This is an optimization exercise on Yosys and OpenROAD, whose aim is a short achievable clock period and few clock cycles, not a production implementation. Only simulation tests tie the RTL to the original design; equivalence was not proved. Power and IR drop assume default switching activity.

==> design.v <==
`default_nettype none
module hart #(
    parameter RESET_ADDR = 32'h00000000
) (
    input  wire        i_clk,
    input  wire        i_rst,
    output wire [31:0] o_imem_raddr,
    input  wire [31:0] i_imem_rdata,
    output wire [31:0] o_dmem_addr,
    output wire        o_dmem_ren,
    output wire        o_dmem_wen,
    output wire [31:0] o_dmem_wdata,
    output wire [ 3:0] o_dmem_mask,
    input  wire [31:0] i_dmem_rdata,
    output wire        o_retire_valid,
    output wire [31:0] o_retire_inst,
    output wire        o_retire_trap,
    output wire        o_retire_halt,
    output wire [ 4:0] o_retire_rs1_raddr,
    output wire [ 4:0] o_retire_rs2_raddr,
    output wire [31:0] o_retire_rs1_rdata,
    output wire [31:0] o_retire_rs2_rdata,
    output wire [ 4:0] o_retire_rd_waddr,
    output wire [31:0] o_retire_rd_wdata,
    output wire [31:0] o_retire_dmem_addr,
    output wire [ 3:0] o_retire_dmem_mask,
    output wire        o_retire_dmem_ren,
    output wire        o_retire_dmem_wen,
    output wire [31:0] o_retire_dmem_rdata,
    output wire [31:0] o_retire_dmem_wdata,
    output wire [31:0] o_retire_pc,
    output wire [31:0] o_retire_next_pc
);
  reg [31:0] pc;   
  reg        d_valid;
  reg [31:0] d_pc;
  reg        d_pred;
  reg [31:0] d_pred_tgt;
  reg        e_valid;
  reg [31:0] e_inst;
  reg [31:0] e_pc;
  reg [31:0] e_pc4;
  reg        e_pred;
  reg [31:0] e_opa, e_opb, e_ops;
  reg        e_am, e_bm, e_sm;   
  reg [31:0] e_opbx;             
  reg        e_pp, e_mp, e_pm, e_mm;   
  reg        e_spp, e_smp, e_spma, e_spms, e_smma;   
  reg        e_rpp, e_rmp, e_rpma, e_rpms, e_rmma;   
  reg [31:0] e_brimm;        
  reg        e_tgt_ok;       
  reg [31:0] e_passval;  
  reg        e_pass;
  reg        e_sub, e_arith, e_ltu;
  reg        e_sel_add, e_sel_sll, e_sel_slt, e_sel_xor, e_sel_sr, e_sel_or, e_sel_and;   
  reg        e_j_add, e_j_sll, e_j_slt, e_j_xor, e_j_sr, e_j_or, e_j_and;   
  reg        e_br_eq, e_br_ne, e_br_lt, e_br_ge, e_jal, e_jalr, e_br;
  reg        e_ld, e_st;
  reg [4:0]  e_rdw;      
  reg        e_isld;
  reg        m_valid;
  reg [31:0] m_inst, m_pc, m_npc, m_res;
  reg [4:0]  m_rdw;
  reg        m_ld, m_st;
  reg [31:0] m_addr, m_wdata;
  reg [3:0]  m_mask;
  reg        m_uns;
  reg        w_valid;
  reg [31:0] w_inst, w_pc, w_npc, w_res;
  reg [4:0]  w_rdw;
  reg        w_ld, w_st;
  reg [31:0] w_addr, w_wdata;
  reg [3:0]  w_mask;
  reg        w_uns;
  reg        r_valid;
  reg [31:0] r_inst, r_pc, r_npc, r_wdata;
  reg [4:0]  r_rdw;
  reg [31:0] r_rs1v, r_rs2v;
  reg        r_ld, r_st;
  reg [31:0] r_addr, r_mdata, r_mrdata;
  reg [3:0]  r_mask;
  reg        r_halt;
  reg [31:0] rf [0:31];
  reg [31:0] btb_v;
  reg [6:0]  btb_tag [0:31];
  reg [11:0] btb_tgt [0:31];
  reg        bw_en, bw_v, bw_data;
  reg [4:0]  bw_idx;
  reg [6:0]  bw_tag;
  reg [11:0] bw_tgt;
  wire [6:0]  f_tag = {pc[11:7], pc[1:0]};
  reg         f_hit;
  reg  [11:0] f_tgt;
  integer k;
  always @(*) begin
    f_hit = 1'b0;
    f_tgt = 12'd0;
    for (k = 0; k < 32; k = k + 1) begin
      if (btb_v[k] && (pc[6:2] == k[4:0]) && (btb_tag[k] == f_tag)) begin
        f_hit = 1'b1;
        f_tgt = f_tgt | btb_tgt[k];
      end
    end
  end
  wire [31:0] inst = i_imem_rdata;
  wire [6:0]  op   = inst[6:0];
  wire [2:0]  f3   = inst[14:12];
  wire [4:0]  rd   = inst[11:7];
  wire [4:0]  rs1  = inst[19:15];
  wire [4:0]  rs2  = inst[24:20];
  wire is_r     = (op == 7'b0110011);
  wire is_i     = (op == 7'b0010011);
  wire is_ld    = (op == 7'b0000011);
  wire is_st    = (op == 7'b0100011);
  wire is_br    = (op == 7'b1100011);
  wire is_lui   = (op == 7'b0110111);
  wire is_auipc = (op == 7'b0010111);
  wire is_jal   = (op == 7'b1101111);
  wire is_jalr  = (op == 7'b1100111);
  wire regwrite = is_r | is_i | is_ld | is_jal | is_jalr | is_lui | is_auipc;
  wire [4:0] d_rdw = regwrite ? rd : 5'd0;
  wire use1 = is_r | is_i | is_ld | is_st | is_br | is_jalr;
  wire use2 = is_r | is_st | is_br;
  wire [31:0] imm_i = {{20{inst[31]}}, inst[31:20]};
  wire [31:0] imm_s = {{20{inst[31]}}, inst[31:25], inst[11:7]};
  wire [31:0] imm_b = {{20{inst[31]}}, inst[7], inst[30:25], inst[11:8], 1'b0};
  wire [31:0] imm_u = {inst[31:12], 12'b0};
  wire [31:0] imm_j = {{12{inst[31]}}, inst[19:12], inst[20], inst[30:21], 1'b0};
  wire [31:0] d_imm = is_st ? imm_s : is_auipc ? imm_u : imm_i;
  wire b_imm = is_i | is_ld | is_st | is_auipc | is_jalr;
  wire f3op  = is_r | is_i | is_jalr;
  wire d_sel_add = ~(is_lui | is_jal | is_jalr) & (~f3op | (f3 == 3'b000));
  wire [4:0] e_rdq = e_valid ? e_rdw : 5'd0;
  wire [4:0] m_rdq = m_valid ? m_rdw : 5'd0;
  wire [4:0] w_rdq = w_valid ? w_rdw : 5'd0;
  wire [4:0] e_ldq = (e_valid & e_isld) ? e_rdw : 5'd0;
  wire [4:0] m_ldq = (m_valid & m_ld) ? m_rdw : 5'd0;
  wire haz1 = use1 & (rs1 != 5'd0) & ((rs1 == e_ldq) | (rs1 == m_ldq));
  wire haz2 = use2 & (rs2 != 5'd0) & ((rs2 == e_ldq) | (rs2 == m_ldq));
  wire d_stall = d_valid & (haz1 | haz2);
  wire [31:0] d_pred_off = d_pred_tgt - d_pc;
  wire d_tgt_ok = (is_br | is_jal) & (d_pred_off == (is_jal ? imm_j : imm_b));
  wire a_m = (rs1 != 5'd0) & (rs1 == e_rdq);
  wire a_w = (rs1 != 5'd0) & (rs1 == m_rdq) & ~a_m;
  wire a_r = (rs1 != 5'd0) & (rs1 == w_rdq) & ~a_m & ~a_w;
  wire a_f = ~a_m & ~a_w & ~a_r;
  wire b_m = (rs2 != 5'd0) & (rs2 == e_rdq);
  wire b_w = (rs2 != 5'd0) & (rs2 == m_rdq) & ~b_m;
  wire b_r = (rs2 != 5'd0) & (rs2 == w_rdq) & ~b_m & ~b_w;
  wire [31:0] w_wb;
  wire [31:0] rf1 = rf[rs1];
  wire [31:0] rf2 = rf[rs2];
  wire [31:0] d_opa = is_auipc ? d_pc : a_w ? m_res : a_r ? w_wb : rf1;
  wire [31:0] d_opb = b_imm ? d_imm : b_w ? m_res : b_r ? w_wb : rf2;
  wire [31:0] d_ops = b_w ? m_res : b_r ? w_wb : rf2;
  wire [31:0] ea = e_am ? m_res : e_opa;
  wire [31:0] eb = e_bm ? m_res : e_opb;
  wire [31:0] es = e_sm ? m_res : e_ops;
  wire [31:0] sum_pp  = e_opa + e_opbx + {31'd0, e_sub};
  wire [31:0] sum_mp  = m_res + e_opbx + {31'd0, e_sub};
  wire [31:0] sum_pma = e_opa + m_res;
  wire [31:0] sum_pms = e_opa - m_res;
  wire [31:0] sum_mma = {m_res[30:0], 1'b0};
  wire [31:0] sum = ({32{e_spp}} & sum_pp) | ({32{e_smp}} & sum_mp) |
                    ({32{e_spma}} & sum_pma) | ({32{e_spms}} & sum_pms) |
                    ({32{e_smma}} & sum_mma);
  wire        eq_pp = (e_opa == e_opb);
  wire        eq_mp = (m_res == e_opb);
  wire        eq_pm = (e_opa == m_res);
  wire [31:0] ca = {e_opa[31] ^ ~e_ltu, e_opa[30:0]};
  wire [31:0] cb = {e_opb[31] ^ ~e_ltu, e_opb[30:0]};
  wire [31:0] cm = {m_res[31] ^ ~e_ltu, m_res[30:0]};
  wire        lt_pp = (ca < cb);
  wire        lt_mp = (cm < cb);
  wire        lt_pm = (ca < cm);
  wire        lt  = (e_pp & lt_pp) | (e_mp & lt_mp) | (e_pm & lt_pm);
  wire [31:0] sll = ea << eb[4:0];
  wire signed [32:0] sr_in = {e_arith & ea[31], ea};
  wire signed [32:0] sr  = sr_in >>> eb[4:0];
  wire [31:0] res_other = ({32{e_sel_sll}} & sll) |
                      ({32{e_sel_slt}} & {31'd0, lt}) | ({32{e_sel_xor}} & (ea ^ eb)) |
                      ({32{e_sel_sr}} & sr[31:0]) | ({32{e_sel_or}} & (ea | eb)) |
                      ({32{e_sel_and}} & (ea & eb)) | ({32{e_pass}} & e_passval);
  wire [31:0] e_res = ({32{e_rpp}} & sum_pp) | ({32{e_rmp}} & sum_mp) |
                      ({32{e_rpma}} & sum_pma) | ({32{e_rpms}} & sum_pms) |
                      ({32{e_rmma}} & sum_mma) | res_other;
  wire [31:0] e_pcimm = e_pc + e_brimm;
  wire [31:0] tgt_other = ({32{e_j_sll}} & sll) |
                      ({32{e_j_slt}} & {31'd0, lt}) | ({32{e_j_xor}} & (ea ^ eb)) |
                      ({32{e_j_sr}} & sr[31:0]) | ({32{e_j_or}} & (ea | eb)) |
                      ({32{e_j_and}} & (ea & eb)) | ({32{~e_jalr}} & e_pcimm);
  wire [31:0] tgt = ({32{e_j_add}} & sum) | tgt_other;
  wire jmp = e_jal | e_jalr;
  wire tk_pp = jmp | (e_br_eq & eq_pp) | (e_br_ne & ~eq_pp) | (e_br_lt & lt_pp) | (e_br_ge & ~lt_pp);
  wire tk_mp = jmp | (e_br_eq & eq_mp) | (e_br_ne & ~eq_mp) | (e_br_lt & lt_mp) | (e_br_ge & ~lt_mp);
  wire tk_pm = jmp | (e_br_eq & eq_pm) | (e_br_ne & ~eq_pm) | (e_br_lt & lt_pm) | (e_br_ge & ~lt_pm);
  wire tk_mm = jmp | e_br_eq | e_br_ge;
  wire taken = (e_pp & tk_pp) | (e_mp & tk_mp) | (e_pm & tk_pm) | (e_mm & tk_mm);
  wire [31:0] e_npc = taken ? tgt : e_pc4;
  wire pred_ok = e_pred ? (taken & e_tgt_ok) : ~taken;
  wire redirect = e_valid & ~pred_ok;
  wire [1:0] lsb = sum[1:0];
  wire [2:0] ef3 = e_inst[14:12];
  wire [3:0] e_mask = (ef3[1:0] == 2'b00) ? (4'b0001 << lsb) :
                      (ef3[1:0] == 2'b01) ? (lsb[1] ? 4'b1100 : 4'b0011) : 4'b1111;
  wire [31:0] e_mdata = (ef3[1:0] == 2'b00) ? {4{es[7:0]}} :
                        (ef3[1:0] == 2'b01) ? {2{es[15:0]}} : es;
  wire [31:0] ld = i_dmem_rdata;
  wire [15:0] ld_half = w_mask[2] ? ld[31:16] : ld[15:0];
  wire [7:0]  ld_byte = w_mask[3] ? ld[31:24] : w_mask[2] ? ld[23:16] : w_mask[1] ? ld[15:8] : ld[7:0];
  wire [31:0] ld_ext = ((w_mask == 4'b0011) || (w_mask == 4'b1100)) ? {{16{~w_uns & ld_half[15]}}, ld_half} :
                       ((w_mask == 4'b0001) || (w_mask == 4'b0010) || (w_mask == 4'b0100) || (w_mask == 4'b1000)) ?
                         {{24{~w_uns & ld_byte[7]}}, ld_byte} : ld;
  wire [4:0] w_rs1 = w_inst[19:15];
  wire [4:0] w_rs2 = w_inst[24:20];
  assign w_wb = w_ld ? ld_ext : w_res;
  integer i;
  always @(posedge i_clk) begin
    if (i_rst) begin
      pc      <= RESET_ADDR;
      d_valid <= 1'b0;
    end else if (redirect) begin
      pc      <= e_npc;
      d_valid <= 1'b0;
    end else if (d_stall) begin
      pc      <= d_pc;
      d_valid <= 1'b0;
    end else begin
      pc      <= f_hit ? {pc[31:12], f_tgt} : pc + 32'd4;
      d_valid <= 1'b1;
    end
    d_pc       <= pc;
    d_pred     <= f_hit;
    d_pred_tgt <= {pc[31:12], f_tgt};
    e_valid    <= ~i_rst & d_valid & ~d_stall & ~redirect;
    e_inst     <= inst;
    e_pc       <= d_pc;
    e_pc4      <= d_pc + 32'd4;
    e_pred     <= d_pred;
    e_tgt_ok   <= d_tgt_ok;
    e_opa      <= d_opa;
    e_opb      <= d_opb;
    e_ops      <= d_ops;
    e_am       <= ~is_auipc & a_m;
    e_bm       <= ~b_imm & b_m;
    e_opbx     <= (is_r & inst[30]) ? ~d_opb : d_opb;
    e_pp       <= ~(~is_auipc & a_m) & ~(~b_imm & b_m);
    e_mp       <=  (~is_auipc & a_m) & ~(~b_imm & b_m);
    e_pm       <= ~(~is_auipc & a_m) &  (~b_imm & b_m);
    e_mm       <=  (~is_auipc & a_m) &  (~b_imm & b_m);
    e_spp      <= ~(~is_auipc & a_m) & ~(~b_imm & b_m);
    e_smp      <=  (~is_auipc & a_m) & ~(~b_imm & b_m);
    e_spma     <= ~(~is_auipc & a_m) &  (~b_imm & b_m) & ~(is_r & inst[30]);
    e_spms     <= ~(~is_auipc & a_m) &  (~b_imm & b_m) &  (is_r & inst[30]);
    e_smma     <=  (~is_auipc & a_m) &  (~b_imm & b_m) & ~(is_r & inst[30]);
    e_rpp      <= d_sel_add & ~(~is_auipc & a_m) & ~(~b_imm & b_m);
    e_rmp      <= d_sel_add &  (~is_auipc & a_m) & ~(~b_imm & b_m);
    e_rpma     <= d_sel_add & ~(~is_auipc & a_m) &  (~b_imm & b_m) & ~(is_r & inst[30]);
    e_rpms     <= d_sel_add & ~(~is_auipc & a_m) &  (~b_imm & b_m) &  (is_r & inst[30]);
    e_rmma     <= d_sel_add &  (~is_auipc & a_m) &  (~b_imm & b_m) & ~(is_r & inst[30]);
    e_sm       <= b_m;
    e_brimm    <= is_jal ? imm_j : imm_b;
    e_passval  <= is_lui ? imm_u : d_pc + 32'd4;
    e_pass     <= is_lui | is_jal | is_jalr;
    e_sub      <= is_r & inst[30];
    e_arith    <= inst[30];
    e_ltu      <= is_br ? f3[1] : f3[0];
    e_sel_add  <= d_sel_add;
    e_sel_sll  <= (is_r | is_i) & (f3 == 3'b001);
    e_sel_slt  <= (is_r | is_i) & (f3[2:1] == 2'b01);
    e_sel_xor  <= (is_r | is_i) & (f3 == 3'b100);
    e_sel_sr   <= (is_r | is_i) & (f3 == 3'b101);
    e_sel_or   <= (is_r | is_i) & (f3 == 3'b110);
    e_sel_and  <= (is_r | is_i) & (f3 == 3'b111);
    e_j_add    <= is_jalr & (f3 == 3'b000);
    e_j_sll    <= is_jalr & (f3 == 3'b001);
    e_j_slt    <= is_jalr & (f3[2:1] == 2'b01);
    e_j_xor    <= is_jalr & (f3 == 3'b100);
    e_j_sr     <= is_jalr & (f3 == 3'b101);
    e_j_or     <= is_jalr & (f3 == 3'b110);
    e_j_and    <= is_jalr & (f3 == 3'b111);
    e_br_eq    <= is_br & (f3 == 3'b000);
    e_br_ne    <= is_br & (f3 == 3'b001);
    e_br_lt    <= is_br & ((f3 == 3'b100) | (f3 == 3'b110));
    e_br_ge    <= is_br & ((f3 == 3'b101) | (f3 == 3'b111));
    e_br       <= is_br;
    e_jal      <= is_jal;
    e_jalr     <= is_jalr;
    e_ld       <= is_ld;
    e_st       <= is_st;
    e_isld     <= is_ld;
    e_rdw      <= d_rdw;
    m_valid <= ~i_rst & e_valid;
    m_inst  <= e_inst;
    m_pc    <= e_pc;
    m_npc   <= e_npc;
    m_res   <= e_res;
    m_rdw   <= e_rdw;
    m_ld    <= ~i_rst & e_valid & e_ld;
    m_st    <= ~i_rst & e_valid & e_st;
    m_addr  <= {sum[31:2], 2'b00};
    m_mask  <= (e_ld | e_st) ? e_mask : 4'b1111;
    m_wdata <= e_mdata;
    m_uns   <= ef3[2];
    w_valid <= ~i_rst & m_valid;
    w_inst  <= m_inst;
    w_pc    <= m_pc;
    w_npc   <= m_npc;
    w_res   <= m_res;
    w_rdw   <= m_rdw;
    w_ld    <= m_ld;
    w_st    <= m_st;
    w_addr  <= m_addr;
    w_mask  <= m_mask;
    w_wdata <= m_wdata;
    w_uns   <= m_uns;
    r_valid  <= ~i_rst & w_valid;
    r_inst   <= w_inst;
    r_halt   <= (w_inst == 32'h00100073);
    r_pc     <= w_pc;
    r_npc    <= w_npc;
    r_wdata  <= w_wb;
    r_rdw    <= w_rdw;
    r_ld     <= w_ld;
    r_st     <= w_st;
    r_addr   <= w_addr;
    r_mask   <= w_mask;
    r_mdata  <= w_wdata;
    r_mrdata <= ld;
    r_rs1v   <= rf[w_rs1];
    r_rs2v   <= rf[w_rs2];
    if (i_rst) begin
      for (i = 0; i < 32; i = i + 1) rf[i] <= 32'd0;
    end else if (w_valid && (w_rdw != 5'd0)) begin
      rf[w_rdw] <= w_wb;
    end
    bw_en   <= ~i_rst & e_valid & (e_br | e_jal | e_pred);
    bw_v    <= (e_br | e_jal) & taken;
    bw_data <= e_valid & (e_br | e_jal);
    bw_idx  <= e_pc[6:2];
    bw_tag  <= {e_pc[11:7], e_pc[1:0]};
    bw_tgt  <= e_pcimm[11:0];
    if (i_rst) begin
      btb_v <= 32'd0;
    end else if (bw_en) begin
      btb_v[bw_idx] <= bw_v;
    end
    if (bw_data) begin
      btb_tag[bw_idx] <= bw_tag;
      btb_tgt[bw_idx] <= bw_tgt;
    end
  end
  assign o_imem_raddr = pc;
  assign o_dmem_addr  = m_addr;
  assign o_dmem_ren   = m_ld;
  assign o_dmem_wen   = m_st;
  assign o_dmem_wdata = m_wdata;
  assign o_dmem_mask  = m_mask;
  assign o_retire_valid      = r_valid;
  assign o_retire_inst       = r_inst;
  assign o_retire_trap       = 1'b0;
  assign o_retire_halt       = r_halt;
  assign o_retire_rs1_raddr  = r_inst[19:15];
  assign o_retire_rs2_raddr  = r_inst[24:20];
  assign o_retire_rs1_rdata  = r_rs1v;
  assign o_retire_rs2_rdata  = r_rs2v;
  assign o_retire_rd_waddr   = r_rdw;
  assign o_retire_rd_wdata   = r_wdata;
  assign o_retire_dmem_addr  = r_addr;
  assign o_retire_dmem_mask  = r_mask;
  assign o_retire_dmem_ren   = r_ld;
  assign o_retire_dmem_wen   = r_st;
  assign o_retire_dmem_rdata = r_mrdata;
  assign o_retire_dmem_wdata = r_mdata;
  assign o_retire_pc         = r_pc;
  assign o_retire_next_pc    = r_npc;
endmodule
`default_nettype wire
==> flow/run.sh <==
#!/bin/bash
# The standard layout, with timing repair aimed below the clock period: the
# clock, its period and the constraints are the standard flow's; only the repair margin
# differs from the standard flow.
set -uo pipefail
export SETUP_SLACK_MARGIN=7
bash standard.sh > standard.log 2>&1
==> standard.sh <==
#!/bin/bash
# synth_recipe.tcl (not shown) runs the flow's synth.tcl, then flattens the netlist and writes it again
# the make line also repeats each setting of config.mk as NAME=value (left out here)
make -C /OpenROAD-flow-scripts/flow DESIGN_CONFIG=/design/flow/config.mk WORK_HOME=/design/flow/orfs CLKGATE_MAP_FILE= SYNTH_SCRIPT=/design/flow/synth_recipe.tcl "${@:-finish}"
==> config.mk <==
export PLATFORM = sky130hd
export DESIGN_NAME = hart
export DESIGN_NICKNAME = hart
export VERILOG_FILES = /design/flow/design.v
export SDC_FILE = /design/flow/constraint.sdc
export NUM_CORES = 4
export LEC_CHECK = 0
export ABC_CLOCK_PERIOD_IN_PS = 2500
export CAP_MARGIN = 20
export CORE_MARGIN = 2
export CORE_UTILIZATION = 35
export PLACE_DENSITY = 0.45
export SLEW_MARGIN = 20
==> constraint.sdc <==
create_clock -name core_clock -period 10.0 [get_ports {i_clk}]
set_input_delay 2.0000 -clock core_clock [delete_from_list [all_inputs] [get_ports {i_clk}]]
set_output_delay 2.0000 -clock core_clock [all_outputs]
set_load 0.01 [all_outputs]
==> results_dict.tcl, run 1 <==
set metrics [dict create \
    switching_power_mw 16.19 \
    drv_slew 0 \
    setup_viol 0 \
    nets 13098 \
    fillers 34915 \
    drc_errors 0 \
    rows 233 \
    synth_fa_ha_area_share_pct 2.787 \
    antenna_found_initial 83 \
    power_density_nw_per_um2 218.4 \
    die_h_um 641.1 \
    fin_skew_ps 70.29 \
    synthMuxAreaShare_pct 23.57 \
    synth-edff-count 1600 \
    synth_top_family_by_area "multiplexers" \
    core_um2 403500 \
    wl_mm 825.2 \
    hold_path_class "reg2reg" \
    dr_wl_met2_mm 344.0 \
    cts.sinks 2742 \
    wl_met3_mm 110.6 \
    slew_headroom_pct 17.07 \
    status "finished clean" \
    drive_above_1_share_pct 46.34 \
    grt_max_degree 96 \
    p_comb_share_pct 38.9 \
    dr.max_layer_used "met5" \
    cts_root_buf "clkbuf_16" \
    grt_first_pass_wirelength_mm 1066 \
    crit_type "reg2reg" \
    hold_viol 0 \
    critPathArrivalTime_ps 4970 \
    syn_area_per_cell_um2 12.82 \
    yosys_warnings 1 \
    seq_area_frac_synth_pct 49.91 \
    start_util_pct 35.21 \
    vias 121000 \
    required_ps 10870 \
    clock_power_share_pct 28.8 \
    cts_tree "built" \
    ir_drop_uv 143.7 \
    dp_hpwl_mm 462.2 \
    p_leak_nw 71.81 \
    power.share.switching_pct 37.49 \
    cts_made_buffers 327 \
    clk_path_buf_depth 4 \
    dr.pass1.iters 7 \
    grt_usage_pct 38.75 \
    clk_pin_slew_ps 60 \
    final_common_cell "edfxtp_1" \
    crit_fanout 11 \
    yosys.area_share.simple_pct 8.685 \
    syn_to_final_growth_pct 39.18 \
    synth.distinct_cells 94 \
    grt_overflow 0 \
    fp.dieW_um 641.1 \
    timing.critical_path.from "m_res[23]" \
    largest_reg_flops 1024 \
    gp_congestion 1.024 \
    ant_nets 0 \
    ys_dominant_reg_cell "edfxtp_1" \
    clock_latency_ps 1000 \
    hold_buffers 0 \
    ios 480 \
    io_buffers 474 \
    first_global_vias 112693 \
    fin_crit_sh_pct 41.05 \
    whs_ps 307.1 \
    drt_iter0_markers 19057 \
    tightest_slew_ps 1240 \
    fmax_mhz 243.6 \
    largest-register "rf" \
    r2r_start "m_res[23]" \
    p_seq_share_pct 32.3 \
    synth_xor_area_share_pct 2.935 \
    reg_top3 "rf: 1024 flops, btb_tgt: 352 flops, btb_tag: 224 flops" \
    finalSetupTns_ps 0 \
    worstHoldStart "w_wdata[17]" \
    power_mw 43.19 \
    mostFrequentLayoutCells "edfxtp_1, mux4_2, nor2_1, buf_4, dfxtp_1" \
    routedWlPerCell_um 44.76 \
    rsz0062_at_grt "true" \
    p_int_mw 27.00 \
    synth_area_um2 142100 \
    fp.dieArea_um2 411000 \
    ys_seq_elements 2742 \
    cts_max_level 5 \
    critPathLaunchType "flip-flop" \
    synthArstFlopShare_pct 0 \
    via_per_inst 6.564 \
    fin_crit_ps 4105 \
    netlist_instances 11083 \
    rrSetupSlack_ps 5890 \
    end_kind "flip-flop" \
    wl_met1_mm 295.8 \
    drv_cap 0 \
    synth_compound_area_share_pct 8.556 \
]
[cell type report]
type	instances	area, um^2	share of cell area, %
tap	5405	6763	3.420
timing repair inverter	1	8.758	0.004430
timing repair buffer	2158	28340	14.34
clock buffer	433	9135	4.620
clock inverter	164	1829	0.9252
antenna	41	102.6	0.05189
multi-input combinational	7171	78430	39.67
inverter	320	1385	0.7005
sequential	2742	71720	36.27
[synth_stat cells, types with 94 or more instances]
master,number,share of area [%]
edfxtp_1,1600,34
nor2_1,1489,3.9
mux4_2,1291,20
dfxtp_1,1142,16
clkbuf_1,644,1.7
nand2_1,582,1.5
xnor2_1,408,2.5
a21oi_1,367,1.3
inv_1,307,0.81
ha_1,302,2.7
mux2i_1,287,2.0
a22oi_1,263,1.4
o21ai_0,248,0.87
nand3_1,203,0.72
buf_1,151,0.40
nand4_1,134,0.59
mux2_2,120,0.95
nor3_1,110,0.39
buf_2,94,0.33
[power by group through the flow]
stage	clock [mW]	combinational, mW	sequential (mW)
final	12.4	16.8	13.9
after detailed placement	0	10.6	14.0
after floorplan	0	6.32	13.6
after global placement	0	10.6	14.0
after global routing	12.9	17.0	14.0
after CTS	12.5	14.9	13.9
[per-stage QoR]
stage               std cells  worst slack (ps)  cell area [um^2]  utilization (%)
floorplan               11119              5710            146900                -
global placement        16400              3337            154900            38.38
finish                  18435              5895            197700            49.00
detailed placement      16405              3367            155000            38.42
CTS                     18115              5994            190300            47.15
global route            18412              5918            197700            48.99
[layer usage]
| layer | up-vias | GRT usage, % |
|---|---|---|
| li1 | 46236 | - |
| met1 | 62193 | 48.23 |
| met2 | 9958 | 55.56 |
| met3 | 2559 | 13.80 |
| met4 | 54 | 28.05 |
| met5 | - | 0.04726 |
[worst max-delay path: stages, from the launching register on]
cell and delay [ps]:
dfxtp_1 300, buf_4 230, buf_12 280, ha_2 420, a21oi_4 240, o21bai_1 110, a21oi_1 390, o31ai_4 150
xor2_2 210, a221o_1 360, o41ai_4 780, a41oi_4 320, nand2_1 150, o21ai_1 70
[what timing repair did]
| action | CTS | global route |
|---|---|---|
| cloned | 216 | 27 |
| endpoints found under the hold margin | 0 | 0 |
| resized for setup | 4502 | 1122 |
| endpoints found under the setup margin | 2892 | 2179 |
| pin swaps | 392 | 272 |
| setup buffers | 897 | 251 |
[cells by family after synthesis]
group	Yosys count
and+or+nand+nor	2835
buffers and inverters	1258
DFF	2742
xor gates and xnor gates	476
muxes	1710
AOI/OAI and AO/OA	1750
other	1
adders and majority gates	311
[path summary, 6_finish.rpt]
kind | end | cells after the start
worst min register to register | r_mdata[17] | 0
worst min-delay path | r_mdata[17] | 0
worst max-delay path | pc[26] | 13
worst max register to register | pc[26] | 13
Testbench counts, summed over its fixed seeds: cycles 62,966.
==> run 2: changes to the inputs <==
--- a/design.v
+++ b/design.v
@@ -45,6 +45,5 @@
   reg        e_am, e_bm, e_sm;   
-  reg [31:0] e_opbx;             
   reg        e_pp, e_mp, e_pm, e_mm;   
   reg        e_spp, e_smp, e_spma, e_spms, e_smma;   
-  reg        e_rpp, e_rmp, e_rpma, e_rpms, e_rmma;   
+  reg        e_rppa, e_rpps, e_rmpa, e_rmps, e_rpma, e_rpms, e_rmma;   
   reg [31:0] e_brimm;        
@@ -53,3 +52,3 @@
   reg        e_pass;
-  reg        e_sub, e_arith, e_ltu;
+  reg        e_arith, e_ltu;
   reg        e_sel_add, e_sel_sll, e_sel_slt, e_sel_xor, e_sel_sr, e_sel_or, e_sel_and;   
@@ -61,3 +60,6 @@
   reg        m_valid;
-  reg [31:0] m_inst, m_pc, m_npc, m_res;
+  reg [31:0] m_inst, m_pc, m_res;
+  reg        m_taken;            
+  reg        m_jr;               
+  reg [31:0] m_tgt, m_pc4;
   reg [4:0]  m_rdw;
@@ -132,2 +134,3 @@
   wire d_sel_add = ~(is_lui | is_jal | is_jalr) & (~f3op | (f3 == 3'b000));
+  wire       ev = e_valid & ~m_jr;
   wire [4:0] e_rdq = e_valid ? e_rdw : 5'd0;
@@ -152,5 +155,8 @@
   wire [31:0] rf2 = rf[rs2];
-  wire [31:0] d_opa = is_auipc ? d_pc : a_w ? m_res : a_r ? w_wb : rf1;
-  wire [31:0] d_opb = b_imm ? d_imm : b_w ? m_res : b_r ? w_wb : rf2;
-  wire [31:0] d_ops = b_w ? m_res : b_r ? w_wb : rf2;
+  wire [31:0] d_opa_o = is_auipc ? d_pc : a_w ? m_res : w_wb;
+  wire [31:0] d_opb_o = b_imm ? d_imm : b_w ? m_res : w_wb;
+  wire [31:0] d_ops_o = b_w ? m_res : w_wb;
+  wire [31:0] d_opa = (~is_auipc & ~a_w & ~a_r) ? rf1 : d_opa_o;
+  wire [31:0] d_opb = (~b_imm & ~b_w & ~b_r) ? rf2 : d_opb_o;
+  wire [31:0] d_ops = (~b_w & ~b_r) ? rf2 : d_ops_o;
   wire [31:0] ea = e_am ? m_res : e_opa;
@@ -158,4 +164,6 @@
   wire [31:0] es = e_sm ? m_res : e_ops;
-  wire [31:0] sum_pp  = e_opa + e_opbx + {31'd0, e_sub};
-  wire [31:0] sum_mp  = m_res + e_opbx + {31'd0, e_sub};
+  wire [31:0] sum_ppa = e_opa + e_opb;
+  wire [31:0] sum_pps = e_opa - e_opb;
+  wire [31:0] sum_mpa = m_res + e_opb;
+  wire [31:0] sum_mps = m_res - e_opb;
   wire [31:0] sum_pma = e_opa + m_res;
@@ -163,5 +171,4 @@
   wire [31:0] sum_mma = {m_res[30:0], 1'b0};
-  wire [31:0] sum = ({32{e_spp}} & sum_pp) | ({32{e_smp}} & sum_mp) |
-                    ({32{e_spma}} & sum_pma) | ({32{e_spms}} & sum_pms) |
-                    ({32{e_smma}} & sum_mma);
+  wire [31:0] sum = ({32{e_spp}} & sum_ppa) | ({32{e_smp}} & sum_mpa) |
+                    ({32{e_spma}} & sum_pma) | ({32{e_smma}} & sum_mma);
   wire        eq_pp = (e_opa == e_opb);
@@ -183,3 +190,4 @@
                       ({32{e_sel_and}} & (ea & eb)) | ({32{e_pass}} & e_passval);
-  wire [31:0] e_res = ({32{e_rpp}} & sum_pp) | ({32{e_rmp}} & sum_mp) |
+  wire [31:0] e_res = ({32{e_rppa}} & sum_ppa) | ({32{e_rpps}} & sum_pps) |
+                      ({32{e_rmpa}} & sum_mpa) | ({32{e_rmps}} & sum_mps) |
                       ({32{e_rpma}} & sum_pma) | ({32{e_rpms}} & sum_pms) |
@@ -198,5 +206,10 @@
   wire taken = (e_pp & tk_pp) | (e_mp & tk_mp) | (e_pm & tk_pm) | (e_mm & tk_mm);
-  wire [31:0] e_npc = taken ? tgt : e_pc4;
   wire pred_ok = e_pred ? (taken & e_tgt_ok) : ~taken;
-  wire redirect = e_valid & ~pred_ok;
+  wire redirect = ev & ~e_jalr & ~pred_ok;
+  wire [31:0] pc_seq  = d_stall ? d_pc : f_hit ? {pc[31:12], f_tgt} : pc + 32'd4;
+  wire        rd_t    = ev & ~e_jalr & ~(e_pred & e_tgt_ok);   
+  wire        rd_n    = ev & ~e_jalr & e_pred;                 
+  wire [31:0] pc_if_t = rd_t ? e_pcimm : pc_seq;
+  wire [31:0] pc_if_n = rd_n ? e_pc4 : pc_seq;
+  wire [31:0] pc_next = m_jr ? m_tgt : taken ? pc_if_t : pc_if_n;
   wire [1:0] lsb = sum[1:0];
@@ -218,15 +231,5 @@
   always @(posedge i_clk) begin
-    if (i_rst) begin
-      pc      <= RESET_ADDR;
-      d_valid <= 1'b0;
-    end else if (redirect) begin
-      pc      <= e_npc;
-      d_valid <= 1'b0;
-    end else if (d_stall) begin
-      pc      <= d_pc;
-      d_valid <= 1'b0;
-    end else begin
-      pc      <= f_hit ? {pc[31:12], f_tgt} : pc + 32'd4;
-      d_valid <= 1'b1;
-    end
+    if (i_rst) pc <= RESET_ADDR;
+    else       pc <= pc_next;
+    d_valid <= ~i_rst & ~redirect & ~d_stall & ~m_jr;
     d_pc       <= pc;
@@ -234,3 +237,3 @@
     d_pred_tgt <= {pc[31:12], f_tgt};
-    e_valid    <= ~i_rst & d_valid & ~d_stall & ~redirect;
+    e_valid    <= ~i_rst & d_valid & ~d_stall & ~redirect & ~m_jr;
     e_inst     <= inst;
@@ -245,3 +248,2 @@
     e_bm       <= ~b_imm & b_m;
-    e_opbx     <= (is_r & inst[30]) ? ~d_opb : d_opb;
     e_pp       <= ~(~is_auipc & a_m) & ~(~b_imm & b_m);
@@ -255,4 +257,6 @@
     e_smma     <=  (~is_auipc & a_m) &  (~b_imm & b_m) & ~(is_r & inst[30]);
-    e_rpp      <= d_sel_add & ~(~is_auipc & a_m) & ~(~b_imm & b_m);
-    e_rmp      <= d_sel_add &  (~is_auipc & a_m) & ~(~b_imm & b_m);
+    e_rppa     <= d_sel_add & ~(~is_auipc & a_m) & ~(~b_imm & b_m) & ~(is_r & inst[30]);
+    e_rpps     <= d_sel_add & ~(~is_auipc & a_m) & ~(~b_imm & b_m) &  (is_r & inst[30]);
+    e_rmpa     <= d_sel_add &  (~is_auipc & a_m) & ~(~b_imm & b_m) & ~(is_r & inst[30]);
+    e_rmps     <= d_sel_add &  (~is_auipc & a_m) & ~(~b_imm & b_m) &  (is_r & inst[30]);
     e_rpma     <= d_sel_add & ~(~is_auipc & a_m) &  (~b_imm & b_m) & ~(is_r & inst[30]);
@@ -264,3 +268,2 @@
     e_pass     <= is_lui | is_jal | is_jalr;
-    e_sub      <= is_r & inst[30];
     e_arith    <= inst[30];
@@ -292,10 +295,13 @@
     e_rdw      <= d_rdw;
-    m_valid <= ~i_rst & e_valid;
+    m_valid <= ~i_rst & ev;
+    m_jr    <= ~i_rst & ev & e_jalr;
     m_inst  <= e_inst;
     m_pc    <= e_pc;
-    m_npc   <= e_npc;
+    m_taken <= taken;
+    m_tgt   <= tgt;
+    m_pc4   <= e_pc4;
     m_res   <= e_res;
     m_rdw   <= e_rdw;
-    m_ld    <= ~i_rst & e_valid & e_ld;
-    m_st    <= ~i_rst & e_valid & e_st;
+    m_ld    <= ~i_rst & ev & e_ld;
+    m_st    <= ~i_rst & ev & e_st;
     m_addr  <= {sum[31:2], 2'b00};
@@ -307,3 +313,3 @@
     w_pc    <= m_pc;
-    w_npc   <= m_npc;
+    w_npc   <= m_taken ? m_tgt : m_pc4;
     w_res   <= m_res;
@@ -336,5 +342,5 @@
     end
-    bw_en   <= ~i_rst & e_valid & (e_br | e_jal | e_pred);
+    bw_en   <= ~i_rst & ev & (e_br | e_jal | e_pred);
     bw_v    <= (e_br | e_jal) & taken;
-    bw_data <= e_valid & (e_br | e_jal);
+    bw_data <= ev & (e_br | e_jal);
     bw_idx  <= e_pc[6:2];
==> run 2 against run 1 <==
  * Non-clock buffer count is 63 higher
  * Utilization grew 0.27 points
  * Final cell count rose by 3.1%
  * Largest cell class unchanged
  * Count of clock-buffer cells in the layout rose by 9
  * Worst hold slack worse by 42 ps
  * Critical endpoint is now pc[10]
  * Largest power group unchanged
  * Total power grew 2.7%
  * Fmax is 2.6% higher
==> results_dict.tcl, run 2 <==
set metrics [dict create \
    status "finished clean" \
    finalSetupTns_ps 0 \
    cts_made_buffers 325 \
    synth_commonest_cells "edfxtp_1, nor2_1, mux4_2" \
    fp.dieW_um 646.6 \
    synth.distinct_cells 104 \
    critPathArrivalTime_ps 4880 \
    synth_most_common_cell "edfxtp_1" \
    yosysTopAreaCellShare_pct 33.24 \
    multi_input_area_um2 81570 \
    synth-edff-count 1600 \
    grt_first_pass_wirelength_mm 1059 \
    setup_viol 0 \
    hold_buffers 0 \
    synthArstFlopShare_pct 0 \
    clk_path_buf_depth 4 \
    netlist_instances 11599 \
    p_comb_share_pct 40.4 \
    fp.dieArea_um2 418100 \
    antenna_found_initial 78 \
    hold_viol 0 \
    tightest_slew_ps 1350 \
    power_mw 44.35 \
    clk_pin_slew_ps 70 \
    fin_skew_ps 99.88 \
    reg_top3 "rf: 1024 flops, btb_tgt: 352 flops, btb_tag: 224 flops" \
    dp_hpwl_mm 472.7 \
    required_ps 10880 \
    syn_to_final_growth_pct 39.94 \
    fmax_mhz 250.0 \
    yosys_warnings 1 \
    r2r_cells 17 \
    p_int_mw 27.68 \
    crit_type "reg2reg" \
    dr.pass1.iters 10 \
    cts_max_level 5 \
    first_global_vias 115984 \
    rsz0062_at_grt "true" \
    netlist_top_cells_area "edfxtp_1, mux4_2, dfxtp_1" \
    fillers 35358 \
    drv_slew 0 \
    start_util_pct 35.21 \
    holdPathStages 0 \
    grt_overflow 0 \
    core_um2 410500 \
    register_area_um2 71750 \
    syn_area_per_cell_um2 12.46 \
    fin_crit_sh_pct 40.00 \
    mostFrequentLayoutCells "edfxtp_1, mux4_2, nor2_1, buf_4, dfxtp_1" \
    hold_path_class "reg2reg" \
    p_leak_nw 74.54 \
    fin_util_pct 49.28 \
    fin_crit_ps 4000 \
    via_per_inst 6.539 \
    synth_area_um2 144500 \
    drt_iter0_markers 19189 \
    ant_nets 0 \
    rows 235 \
    ios 480 \
    slew_headroom_pct 9.969 \
    clock_latency_ps 1020 \
    grt_usage_pct 37.41 \
    p_seq_share_pct 31.6 \
    nets 13630 \
    end_kind "flip-flop" \
    largest_reg_flops 1024 \
    drv_cap 0 \
    largest-register "rf" \
    cts_tree "built" \
    switching_power_mw 16.67 \
    wl_mm 826.9 \
    io_buffers 474 \
    cts_root_buf "clkbuf_16" \
    final_common_cell "edfxtp_1" \
    power.share.switching_pct 37.59 \
    power_density_nw_per_um2 219.3 \
    drive_above_1_share_pct 47.13 \
    ir_drop_uv 150.9 \
    clock_power_share_pct 28.0 \
    grt_max_degree 112 \
    critPathLaunchType "flip-flop" \
    ys_seq_elements 2742 \
    crit_fanout 11 \
    cts.sinks 2742 \
    synth_largest_area_cell "edfxtp_1" \
    ys_dominant_reg_cell "edfxtp_1" \
    routedWlPerCell_um 43.49 \
    whs_ps 265.3 \
    vias 124324 \
    drc_errors 0 \
    die_h_um 646.6 \
    seq_area_frac_synth_pct 49.06 \
    gp_congestion 0.9958 \
]
-- run 2: changes by cell type after synthesis, sizes merged, moves of 51 or more --
cell	delta
nor2	+105
xor2	+167
and3	+57
a22oi	-68
a21oi	+81
nand2b	+67
clkbuf	+73
nand2	+84
nand3	-80
buf	-51
o21ai	+128
xnor2	-163
-- run 2: metal layers --
layer  share of wire, %  vias up  GRT usage [%]
met5              0.064        -              0
met4                8.7       42          24.91
met3                 14     2377          11.82
met2                 42    10023          54.63
met1                 36    63976          47.53
li1                   -    47906              -
-- run 2: what timing repair did --
action / in CTS / in global routing
setup endpoints to repair: 2822 / 2108
buffers inserted: 786 / 361
pin swaps: 385 / 342
resized for setup: 4756 / 1547
cloned: 211 / 67
-- run 2: worst max-delay path, cell delays in order (launching register included) --
cell,delay [ps]
dfxtp_1,320
buf_6,210
inv_1,200
ha_4,390
and3_1,200
and4_2,300
and3_2,260
nand4_1,230
mux2_2,320
o221ai_2,90
a221o_2,400
buf_12,170
buf_16,140
nand2_8,120
buf_12,130
buf_16,110
a21oi_1,50
a211o_1,250
-- run 2: layout make-up --
type	instances	area share, %
Antenna cell	37	0.04578
Clock buffer	442	4.445
Clock inverter	159	0.9545
Inverter	353	0.7615
Multi-Input combinational cell	7607	40.33
Sequential cell	2742	35.47
Tap cell	5451	3.372
Timing Repair Buffer	2221	14.61
Timing Repair inverter	1	0.005567
-- run 2: power groups by stage --
| stage | combinational [mW] | clock [mW] | sequential (mW) |
|---|---|---|---|
| detailed placement | 10.8 | 0 | 14.0 |
| finish | 17.9 | 12.4 | 14.0 |
| CTS | 15.4 | 12.5 | 13.9 |
| global route | 18.2 | 12.9 | 14.0 |
| floorplan | 6.51 | 0 | 13.7 |
| global placement | 10.8 | 0 | 14.0 |
-- run 2: kinds of logic (layout without fill, tap and decap cells) --
kind of cell	count (synthesis)	count (layout)	share of synthesized area [%]
flip-flops	2742	2742	49.06
buffers and inverters	1313	3176	3.637
multiplexers	1700	1701	23.00
XOR/XNOR	480	480	2.909
adder cells (fa/ha/maj)	313	313	2.756
AND/OR/NAND/NOR	3121	3130	9.527
other	1	74	0.002595
AO/OA/AOI/OAI	1929	1946	9.105
-- run 2: worst paths after layout --
kind | from | end | slack [ps]
worst min register to register | m_inst[15] | w_inst[15] | 270
worst min-delay path | m_inst[15] | w_inst[15] | 270
worst max-delay path | m_res[24] | pc[10] | 6000
worst max register to register | m_res[24] | pc[10] | 6000
-- run 2: through the flow --
stage	std cells	area [um^2]	setup slack, ps
global placement	16944	157100	3716
CTS	18548	191200	6134
finish	19013	202300	6000
global route	18983	202200	6019
floorplan	11635	148700	5802
detailed placement	16950	157200	3714
Testbench counts of run 2, summed over its fixed seeds: cycles 63,212.
==> run 3: changes to the inputs <==
--- a/flow/run.sh
+++ b/flow/run.sh
@@ -5,3 +5,3 @@
 set -uo pipefail
-export SETUP_SLACK_MARGIN=7
+export SETUP_SLACK_MARGIN=6
 bash standard.sh > standard.log 2>&1
==> run 3 against run 2 <==
  * Sequential power is essentially flat
  * Critical path type unchanged
  * Worst setup slack got worse by 120 ps
  * Largest power group is now registers
  * Global-route usage down 2.9 points
  * Routed wire length decreased by 9.4%
  * Still clean
  * Combinational power decreased by 28%
  * Utilization shrank 6.3 points
==> results_dict.tcl, run 3 <==
set metrics [dict create \
    largest_reg_flops 1024 \
    ant_nets 0 \
    nets 12530 \
    mostFrequentLayoutCells "edfxtp_1, nor2_1, mux4_2, dfxtp_1, nand2_1" \
    synth.distinct_cells 104 \
    hold_viol 0 \
    synth_largest_area_cell "edfxtp_1" \
    clk_pin_slew_ps 60 \
    cpPeakStageDelay_ps 510 \
    grt_usage_pct 34.51 \
    critPathArrivalTime_ps 5000 \
    crit_family "simple AND/OR/NAND/NOR gates" \
    tightest_slew_ps 1301 \
    synthArstFlopShare_pct 0 \
    rsz0062_at_grt "true" \
    drv_slew 0 \
    r2r_cells 17 \
    grt_overflow 0 \
    critPathLaunchType "flip-flop" \
    end_kind "flip-flop" \
    yosys_warnings 1 \
    die_h_um 646.6 \
    synth_area_um2 144500 \
    cp_num_buf_inv 5 \
    p_leak_nw 64.84 \
    via_per_inst 6.421 \
    path_depth 17 \
    yosysTopAreaCellShare_pct 33.24 \
    synth_commonest_cells "edfxtp_1, nor2_1, mux4_2" \
    pre_cts_slack_ps 3741 \
    wl_mm 749.5 \
    first_global_vias 109561 \
    grt_first_pass_wirelength_mm 983.7 \
    rrSetupSlack_ps 5880 \
    fin_util_pct 42.93 \
    ys_dominant_reg_cell "edfxtp_1" \
    drv_cap 0 \
    r2r_start "m_res[20]" \
    finalWorstSetupSlack_ps 5883 \
    dp_hpwl_mm 467.6 \
    grt_max_degree 109 \
    hold_path_class "reg2reg" \
    synth-edff-count 1600 \
    gp_congestion 0.9839 \
    routedWlPerCell_um 41.62 \
    setup_viol 0 \
    drive_above_1_share_pct 27.85 \
    cts.sinks 2742 \
    cts_max_level 5 \
    fp.dieW_um 646.6 \
    vias 115639 \
    reg_top3 "rf: 1024 flops, btb_tgt: 352 flops, btb_tag: 224 flops" \
    dr.pass1.iters 9 \
    largest-register "rf" \
    drt_iter0_markers 17152 \
    syn_area_per_cell_um2 12.46 \
    antenna_found_initial 88 \
    r2r_end "pc[13]" \
    start_util_pct 35.21 \
    rows 235 \
    crit_type "reg2reg" \
    finalSetupTns_ps 0 \
    power_density_nw_per_um2 221.7 \
    io_buffers 474 \
    synth_most_common_cell "edfxtp_1" \
    core_um2 410500 \
    fin_crit_sh_pct 41.17 \
    cp-endpoint "pc[13]" \
    netlist_top_cells_area "edfxtp_1, mux4_2, dfxtp_1" \
    crit_fanout 6 \
    clock_latency_ps 1000 \
    fin_skew_ps 97.48 \
    syn_to_final_growth_pct 21.93 \
    required_ps 10880 \
    fmax_mhz 242.9 \
    ys_seq_elements 2742 \
    fin_crit_ps 4117 \
    fp.dieArea_um2 418100 \
    seq_area_frac_synth_pct 49.06 \
    ios 480 \
    timing.critical_path.from "m_res[20]" \
    fillers 37858 \
    ir_drop_uv 153.2 \
    critical_path.cell_chain "buf_12, clkinvlp_4, ha_4, nand4_1, nor2_2, and3_4, nand4_1, mux2_4, o221ai_1, a221o_2, buf_12, buf_4, nor2_4, buf_6, nand2_2, a21oi_2, a2111oi_1" \
    status "finished clean" \
    drc_errors 0 \
    netlist_instances 11599 \
    cts_root_buf "clkbuf_16" \
    cts_made_buffers 325 \
    slew_headroom_pct 13.21 \
    clk_path_buf_depth 4 \
    final_common_cell "edfxtp_1" \
    cts_tree "built" \
    power_mw 39.08 \
    crit_slowest_cell "nand4_1" \
]
## run 3: cell counts after synthesis
No cell type changed its count.
## run 3: area by class of cell
type	instances	area (um^2)	share of cell area, %
Multi-Input combinational cell	7603	73040	41.45
Sequential cell	2742	71280	40.45
Timing Repair Buffer	1126	12370	7.017
Clock buffer	444	9269	5.259
Tap cell	5451	6820	3.870
Clock inverter	148	1673	0.9492
Inverter	353	1424	0.8080
Antenna cell	142	355.3	0.2016
## run 3: repair_timing
| action | in CTS | in global routing |
|---|---|---|
| cloned | 52 | 24 |
| setup buffers | 122 | 135 |
| setup endpoints to repair | 1523 | 799 |
| hold buffers | 0 | 0 |
| pin swaps | 71 | 119 |
| resized for setup | 891 | 406 |
## run 3: layer usage
metal  vias to the layer above  track usage (%)  part of all wire (%)
met2                      8648            51.35                    43
met3                      2046            10.51                    12
li1                      45619                -                     -
met4                        42            22.45                   7.8
met5                         -          0.02313                 0.046
met1                     59284            43.48                    37
## run 3: worst min path at each step
stage / depth (start not counted) / end / from / slack [ps]
4_1_cts: 0 / m_inst[18] / e_inst[18] / 310
5_1_grt: 0 / m_inst[19] / e_inst[19] / 320
3_5_place_dp: 0 / w_inst[23] / m_inst[23] / 310
2_1_floorplan: 0 / e_pred / d_pred / 310
3_3_place_gp: 0 / r_addr[17] / w_addr[17] / 310
6_report: 0 / m_inst[18] / e_inst[18] / 310
## run 3: power breakdown
| group | switching, mW | internal, mW |
|---|---|---|
| Clock | 5.16 | 7.24 |
| Combinational | 8.03 | 4.73 |
| Sequential | 1.07 | 12.9 |
| Total | 14.3 | 24.8 |
## run 3: cell families after synthesis
group / Yosys count / synth area share [%]
compound gates: 1929 / 9.105
xor+xnor: 480 / 2.909
fa+ha+maj: 313 / 2.756
buf+inv: 1313 / 3.637
flops: 2742 / 49.06
mux: 1700 / 23.00
other cells: 1 / 0.002595
simple gates: 3121 / 9.527
## run 3: per-stage QoR
stage	hold WS [ps]	cell area (um^2)	cells
floorplan	309.6	145800	11635
detailed placement	311.8	156300	16940
global route	319.3	176100	17939
global placement	310.0	156200	16936
finish	311.8	176200	18009
CTS	307.5	172400	17706
==> run 4: changes to the inputs <==
--- a/flow/run.sh
+++ b/flow/run.sh
@@ -5,3 +5,3 @@
 set -uo pipefail
-export SETUP_SLACK_MARGIN=6
+export SETUP_SLACK_MARGIN=7
 bash standard.sh > standard.log 2>&1
--- a/config.mk
+++ b/config.mk
@@ -10,4 +10,4 @@
 export CORE_MARGIN = 2
-export CORE_UTILIZATION = 35
-export PLACE_DENSITY = 0.45
+export CORE_UTILIZATION = 40
+export PLACE_DENSITY = 0.5
 export SLEW_MARGIN = 20
==> run 4 against run 3 <==
  * Worst hold slack worse by 1.5 ps
  * Die area down 12%
  * Combinational power up 41%
  * Worst setup slack better by 59 ps
  * Fmax up 1.5%
  * First-iteration DRC count up 27%
  * Utilization up 13 points
  * Synthesized cell count unchanged
  * Count of clock-buffer cells in the layout down 13
  * Still clean on timing, DRC and antenna
  * Highest routed layer unchanged
  * Final area up 14%
  * Clock power about the same
  * Register-to-register slack better by 90 ps
==> results_dict.tcl, run 4 <==
set metrics [dict create \
    status "finished clean" \
    cts_root_buf "clkbuf_16" \
    hold_viol 0 \
    rows 220 \
    drc_errors 0 \
    ys_seq_elements 2742 \
    fmax_mhz 246.5 \
    clk_path_buf_depth 4 \
    crit_type "in2reg" \
    fillers 29292 \
    routedWlPerCell_um 45.57 \
    synth_commonest_cells "edfxtp_1, nor2_1, mux4_2" \
    dp_hpwl_mm 479.9 \
    syn_to_final_growth_pct 38.74 \
    drive_above_1_share_pct 47.01 \
    hold_path_class "reg2reg" \
    ios 480 \
    p_leak_nw 74.08 \
    drv_cap 0 \
    holdPathStages 0 \
    yosys_warnings 1 \
    fin_skew_ps 56.32 \
    pre_cts_slack_ps 3562 \
    nets 13567 \
    rsz0062_at_grt "true" \
    power_density_nw_per_um2 220.9 \
    drt_iter0_markers 21862 \
    fin_util_pct 55.78 \
    cts_tree "built" \
    fin_crit_sh_pct 40.58 \
    final_common_cell "edfxtp_1" \
    critPathLaunchType "input port" \
    cts_max_level 5 \
    power_mw 44.29 \
    via_per_inst 6.935 \
    synth.distinct_cells 104 \
    syn_area_per_cell_um2 12.46 \
    grt_max_degree 80 \
    finalSetupTns_ps 0 \
    critPathArrivalTime_ps 4910 \
    netlist_top_cells_area "edfxtp_1, mux4_2, dfxtp_1" \
    mostFrequentLayoutCells "edfxtp_1, mux4_2, nor2_1, buf_4, dfxtp_1" \
    start_util_pct 40.20 \
    largest-register "rf" \
    largest_reg_flops 1024 \
    grt_overflow 0 \
    antenna_found_initial 84 \
    required_ps 10850 \
    whs_ps 310.3 \
    ir_drop_uv 151.1 \
    crit_fanout 6 \
    dr.pass1.iters 10 \
    clk_pin_slew_ps 60 \
    grt_usage_pct 43.44 \
    grt_first_pass_wirelength_mm 1071 \
    synth_most_common_cell "edfxtp_1" \
    die_h_um 605.1 \
    end_kind "flip-flop" \
    finalWorstSetupSlack_ps 5942 \
    cts.sinks 2742 \
    synthArstFlopShare_pct 0 \
    r2r_cells 16 \
    ant_nets 0 \
    synth_largest_area_cell "edfxtp_1" \
    seq_area_frac_synth_pct 49.06 \
    synth_area_um2 144500 \
    reg_top3 "rf: 1024 flops, btb_tgt: 352 flops, btb_tag: 224 flops" \
    slew_headroom_pct 12.65 \
    tightest_slew_ps 1307 \
    io_buffers 474 \
    wl_mm 832.6 \
    vias 126704 \
    core_um2 359500 \
    first_global_vias 117528 \
    setup_viol 0 \
    fin_crit_ps 4058 \
    yosysTopAreaCellShare_pct 33.24 \
    gp_congestion 0.9842 \
    netlist_instances 11599 \
    cts_made_buffers 318 \
    drv_slew 0 \
    fp.dieArea_um2 366100 \
    clock_latency_ps 960 \
    ys_dominant_reg_cell "edfxtp_1" \
    synth-edff-count 1600 \
    fp.dieW_um 605.1 \
]
run 4: cell counts after synthesis:
Identical to the previous run, type by type.
run 4: timing repair:
| item | 4_1_cts | 5_1_grt |
|---|---|---|
| buffers inserted | 763 | 333 |
| gates resized for setup | 4634 | 1628 |
| gates cloned | 216 | 55 |
| hold buffers | 0 | 0 |
| pin swaps | 324 | 399 |
| endpoints found under the setup margin | 2815 | 2192 |
run 4: through the flow:
step	cells	area, um^2
CTS	17836	189700
floorplan	11635	148700
finish	18271	200500
global placement	16269	156200
global route	18233	200400
detailed placement	16274	156300
run 4: path summary, 6_finish.rpt:
path	start	to	slack, ps
min	w_addr[29]	r_addr[29]	310
min reg2reg	w_addr[29]	r_addr[29]	310
max	i_imem_rdata[20]	e_opb[2]	5940
max reg2reg	m_res[24]	pc[21]	5970
run 4: routing by layer:
layer	GRT usage [%]	up-vias	routed length, um
li1	-	47793	-
met1	53.49	64595	286600
met2	62.00	11376	342800
met3	17.45	2870	127100
met4	30.51	70	74680
met5	0	-	1371
run 4: cell type report:
class	instances	area, um^2	area share (%)
tap	4773	5972	2.978
inverter	353	1506	0.7512
clock inverter	152	1554	0.7750
antenna	47	117.6	0.05865
multi-input combinational	7615	81440	40.61
timing repair buffer	2158	29140	14.53
sequential	2742	71790	35.80
clock buffer	431	9014	4.495
run 4: worst max-delay path, cell delays in order:
cell     delay (ps)
buf_16          150
buf_12          160
buf_6           110
buf_8           110
buf_16          170
buf_12          140
mux4_2          510
mux4_2          510
mux2i_4         380
nor2_4          110
a21oi_2         150
o21ai_2         110
mux2_4          260
run 4: report_power, final:
part / internal [mW] / total, mW / switching (mW)
Combinational: 7.72 / 18.1 / 10.3
Sequential: 12.9 / 14.1 / 1.20
Clock: 6.87 / 12.1 / 5.25
run 4: cells by family (layout without fill, tap and decap cells):
group,after synthesis,in the layout,share of synthesized area (%)
AO/OA/AOI/OAI,1929,1943,9.105
XOR/XNOR,480,480,2.909
adder cells (fa/ha/maj),313,313,2.756
buffers and inverters,1313,3094,3.637
flip-flops,2742,2742,49.06
multiplexers,1700,1701,23.00
other,1,84,0.002595
AND/OR/NAND/NOR,3121,3141,9.527

-- re-timing with driven ports --
The flow's constraints put no driver on any port. The routed layouts listed below were extracted and timed again, unchanged, in two steps.
Step 1, drivers: a clkbuf_16 drives i_clk and a buf_2 each remaining input, both assumed.
Step 2, shift: input delay + t, output delay - t, t = (earliest + latest rising clock arrival at the registers) / 2. This alone moves slack from input paths to output paths.
a / b / c = ideal ports / drivers / drivers and shift; a / b = the first two.
run | t (ns) | slack for setup (ns) | latest minus earliest clock arrival (ns) | cell pins on the clock port's net
run 1 | 1.087 | 5.895 / 5.468 / 4.381 | 0.090 / 0.090 | 1
run 2 | 1.099 | 6.000 / 5.719 / 4.620 | 0.104 / 0.104 | 1
run 3 | 1.063 | 5.883 / 5.737 / 4.674 | 0.107 / 0.107 | 1
run 4 | 1.050 | 5.942 / 5.595 / 4.545 | 0.072 / 0.072 | 1
After both steps setup and hold are still met in every run listed. For run 1, which loses most, drivers alone change the setup slack by -0.427 ns; drivers and shift together by -1.514 ns.
